What follows belongs to an exercise in optimizing a design on an open flow for small area and a short achievable clock period; a production flow would make more cautious choices. Only simulation tests tie the RTL to the original design; equivalence was not proved. Power is estimated from default activity; no workload was simulated.

== run 1 ==
Design CentralProcessingUnit, start of the top module:
module CentralProcessingUnit (
  input clock,
  input reset,
  input handInterruptSignalIn,
  input [15:0] IF_memory_read,
  output [15:0] IF_address,
  input [15:0] MEM_memory_read,
  output reg [1:0] MEM_memory_control,
  output reg [15:0] MEM_memory_address,
  output reg [15:0] MEM_target_value,
  output [175:0] register_value
);
Size: roughly 350 flip-flops, about 260 I/O pins.
export LEC_CHECK = 0
export ABC_AREA = 1
export CAP_MARGIN = 20
export CORE_MARGIN = 2
export CORE_UTILIZATION = 50
export PLACE_DENSITY = 0.68
export SETUP_SLACK_MARGIN = 5
export SLEW_MARGIN = 20
export TNS_END_PERCENT = 0
create_clock -name core_clock -period 11.0 [get_ports {clock}]
standard.sh (not shown) runs the stock make flow with config.mk's settings and CLKGATE_MAP_FILE= SYNTH_SCRIPT=/design/flow/synth_recipe.tcl, a recipe that flattens the netlist after the stock synthesis.
==> flow/flow/run.sh <==
#!/bin/bash
set -e
export BUFFER_PORTS_ARGS="-buffer_cell sky130_fd_sc_hd__buf_1"
export CTS_ARGS="-sink_clustering_enable -repair_clock_nets -sink_clustering_size 16 -sink_clustering_max_diameter 50 -buf_list sky130_fd_sc_hd__clkbuf_8 -dont_use_dummy_load"
bash standard.sh > standard.log 2>&1
#### Input delta (run 2 over run 1)
Settings: PLACE_DENSITY now 0.6, was 0.68; CORE_UTILIZATION now 55, was 50; TNS_END_PERCENT now 10, was 0.
==> comparison <==
Per the comparison of run 2 with run 1, combinational power rose about 10%; worst setup slack saw an increase; global-route met1 utilization decreased 1.5 points.
Relative to run 1, multi-input gate share of total cell area has gone up in run 2.
Run 2 completed end to end with timing, DRC and antenna clean.
A peak-usage layer in the global routing report of met1 is what run 1 shows, while met2 belongs to run 2.
Worst hold slack across all endpoints up 0.013 ns in run 2 wrt run 1
Wire length on met2 went down slightly going from run 1 to run 2.
Of run 2 and run 1, it is run 2 that has the higher met2 routing resource usage after global routing.
--- input diff run 2..run 3 ---
Settings: CORE_UTILIZATION now 50, was 55; TNS_END_PERCENT now 0, was 10.
## What came out
Result: PASS for each of run 2 and run 3
Between run 3 and run 2, the count of inverters other than clock inverters in the layout figures differ only marginally.
Comparing run 2 and run 3, the higher met3 global-route usage is on run 2.
Clock tree buffer count of the final layout was higher in run 2 than in run 3.
Run 3 packs its core looser than run 2.
Run 3: share of cell area taken by multi-input logic gates is 0.38 points lower than what run 2 reported.
--- input diff run 3..run 4 ---
Settings: PLACE_DENSITY: 0.6 -> 0.65; CORE_UTILIZATION: 50 -> 60.
### Flow results
Run 4 | status: complete | timing, DRC, antenna: pass. Against run 3, die outline area in run 4 came out better. The final worst setup slack of run 4 falls short of that of run 3 by 0.21 ns. Going from run 3 to run 4, final instance count without filler cells decreased 56; final critical-path required period increased 0.21 ns; sequential share of layout area increased 0.18 points; fraction of the mapped netlist area in compound gates essentially unchanged.
Inputs modified between run 4 and run 5:
Settings: PLACE_DENSITY: 0.65 -> 0.5; CORE_UTILIZATION: 60 -> 40.
Design internal power delta for run 5 relative to run 4: 0.000069 W lower
Run 4 reports its type of the worst setup path as flop to primary output while run 5 reports input pin to primary output.
Non-clock buffer count of run 5 falls short of that of run 4 by more than 10%.
Static power due to leakage (higher): run 4
Max net switching power across run 4 and run 5: run 4
Diff run 4 and run 5: part of the total power dissipated in the clock network lower in run 4
Per the comparison of run 5 with run 4, via total after detailed routing now sits lower, cell area after layout was more or less identical, utilization went down 23 points.
The count of clock-buffer cells in the layout in run 5 is 1.05 times that in run 4.
Delta (run 5 minus run 4): net switching fraction of the power comparable, first-pass GRT wire length picked up an extra 11%.
Modified inputs, run 6 compared to run 5
Settings: PLACE_DENSITY: 0.5 -> 0.65; CORE_UTILIZATION: 40 -> 45.
Findings:
The final layout from run 6, which completed every stage, passed the timing, design-rule and antenna checks at the end of the flow. Between run 6 and run 5, the sequential share of layout area is higher for run 5. Shortest clock period the worst path allows after layout: run 6 vs run 5 up 0.091 ns. Relative to run 5, clock share of power decreased by 1.3 points in run 6.


Setup of try-indigo:
Starting RTL as in the previous note.
export LEC_CHECK = 0
export ABC_AREA = 1
export CAP_MARGIN = 20
export CORE_MARGIN = 2
export CORE_UTILIZATION = 55
export PLACE_DENSITY = 0.6
export SETUP_SLACK_MARGIN = 5
export SLEW_MARGIN = 20
export TNS_END_PERCENT = 0
create_clock -name core_clock -period 11.0 [get_ports {clock}]
Scripts as last shown in full above: flow/flow/run.sh
try-indigo finished end to end and its layout was clean on timing, DRC and antenna.
Setup changes, try-indigo to try-amber
- a change of PLACE_DENSITY from 0.6 to 0.55
- a change of CORE_UTILIZATION from 55 to 45
--- outcome ---
From try-indigo to try-amber the numbers moved as follows: wire length reported by the detailed router moved up, worst setup slack picked up an extra 50 ps, total power went down by 0.93%, part of the cycle the worst path needs now sits lower. Internal power: try-indigo and try-amber compared, lower one is try-amber. The higher minimum clock period came out of try-indigo. Diff try-indigo -> try-amber: maximum fanout along the worst path shrank by 7, via count now sits lower, total combinational power shrank by about 4%. try-amber: logic depth of the worst setup path including buffers higher than try-indigo. try-amber ran to completion and came out clean on the timing, design-rule and antenna checks.


Another version of the RTL of CentralProcessingUnit (not shown whole).
Size in the first run: about 360 flip-flops.
==> flow/design.v (excerpt) <==
module CentralProcessingUnit (
  input clock,
  input reset,
  input handInterruptSignalIn,
  input [15:0] IF_memory_read,
  output [15:0] IF_address,
  input [15:0] MEM_memory_read,
  output reg [1:0] MEM_memory_control,
  output reg [15:0] MEM_memory_address,
  output reg [15:0] MEM_target_value,
  output [175:0] register_value
);
==> flow/config.mk <==
export PLATFORM = sky130hd
export DESIGN_NAME = CentralProcessingUnit
export DESIGN_NICKNAME = CentralProcessingUnit
export VERILOG_FILES = /design/flow/design.v
export SDC_FILE = /design/flow/constraint.sdc
export NUM_CORES = 4
export LEC_CHECK = 0
export ABC_AREA = 1
export CAP_MARGIN = 20
export CORE_MARGIN = 2
export CORE_UTILIZATION = 50
export CTS_BUF_LIST = sky130_fd_sc_hd__clkbuf_8
export CTS_CLUSTER_DIAMETER = 50
export CTS_CLUSTER_SIZE = 16
export PLACE_DENSITY = 0.6
export SETUP_SLACK_MARGIN = 5
export SLEW_MARGIN = 20
export TNS_END_PERCENT = 0
==> flow/constraint.sdc <==
create_clock -name core_clock -period 11.0 [get_ports {clock}]
set_input_delay 2.2000 -clock core_clock [delete_from_list [all_inputs] [get_ports {clock}]]
set_output_delay 2.2000 -clock core_clock [all_outputs]
set_load 0.01 [all_outputs]
==> flow/flow/run.sh <==
#!/bin/bash
# The standard layout, with the port buffers made from the smallest buffer cell
# instead of ORFS's default pick (a delay cell). Every port still gets a buffer.
set -e
export BUFFER_PORTS_ARGS="-buffer_cell sky130_fd_sc_hd__buf_1"
bash standard.sh > standard.log 2>&1
The first run finished clean.
Change:
Settings changed: CTS_CLUSTER_DIAMETER 50 to default, CTS_CLUSTER_SIZE 16 to default.
Outcome:
- The changed run produced a clean layout
- total power went up by 6.1%
- sequential power is about the same
- synthesized area stays the same
- sequential cell count does not change
- maximum frequency went down by 0.71%
- wire length went up by about 0.3%
- first-iteration DRC count went down by about 0.9%
- core utilization went up by 0.80 points
- clock skew went down by 0.028 ns

[static timing again, ports no longer ideal]
The results above use ideal ports. As a check the final layouts listed here were re-extracted and re-timed, cells and wires unchanged.
Step 1, drivers: a clkbuf_16 drives clock and a buf_2 each remaining input, both assumed.
Step 2, shift: input delay + t, output delay - t, t = (earliest + latest rising clock arrival at the registers) / 2. This alone moves slack from input paths to output paths.
a / b / c = ideal / step 1 / step 2; a / b = the first two.
run | shift t [ns] | setup slack, ns | hold WS [ns] | latest minus earliest clock arrival (ns) | pins driven straight from the clock port
run 1 | 0.673 | 4.561 / 4.520 / 4.520 | 0.325 / 0.325 / 0.325 | 0.091 / 0.091 | 1
run 2 | 0.658 | 4.651 / 4.603 / 4.444 | 0.338 / 0.338 / 0.338 | 0.098 / 0.098 | 1
run 3 | 0.666 | 4.686 / 4.631 / 4.500 | 0.348 / 0.348 / 0.348 | 0.078 / 0.078 | 1
run 4 | 0.686 | 4.475 / 4.421 / 3.901 | 0.297 / 0.297 / 0.297 | 0.086 / 0.087 | 1
run 5 | 0.680 | 4.655 / 4.624 / 4.409 | 0.343 / 0.343 / 0.343 | 0.084 / 0.085 | 1
run 6 | 0.672 | 4.564 / 4.448 / 3.921 | 0.333 / 0.333 / 0.333 | 0.115 / 0.116 | 1
try-indigo | 0.665 | 4.643 / 4.609 / 4.487 | 0.336 / 0.336 / 0.336 | 0.096 / 0.097 | 1
try-amber | 0.688 | 4.693 / 4.650 / 4.491 | 0.335 / 0.335 / 0.335 | 0.106 / 0.106 | 1
the first run of note 3 | 0.695 | 4.588 / 4.532 / 4.383 | 0.328 / 0.328 / 0.328 | 0.069 / 0.069 | 1
the second run of note 3 | 0.742 | 4.542 / 4.487 / 4.338 | 0.338 / 0.338 / 0.338 | 0.039 / 0.040 | 1
After both steps setup and hold are still met in every run listed. The setup slack of run 6, which loses most, moves by -0.116 ns with the drivers and by -0.643 ns with both steps.
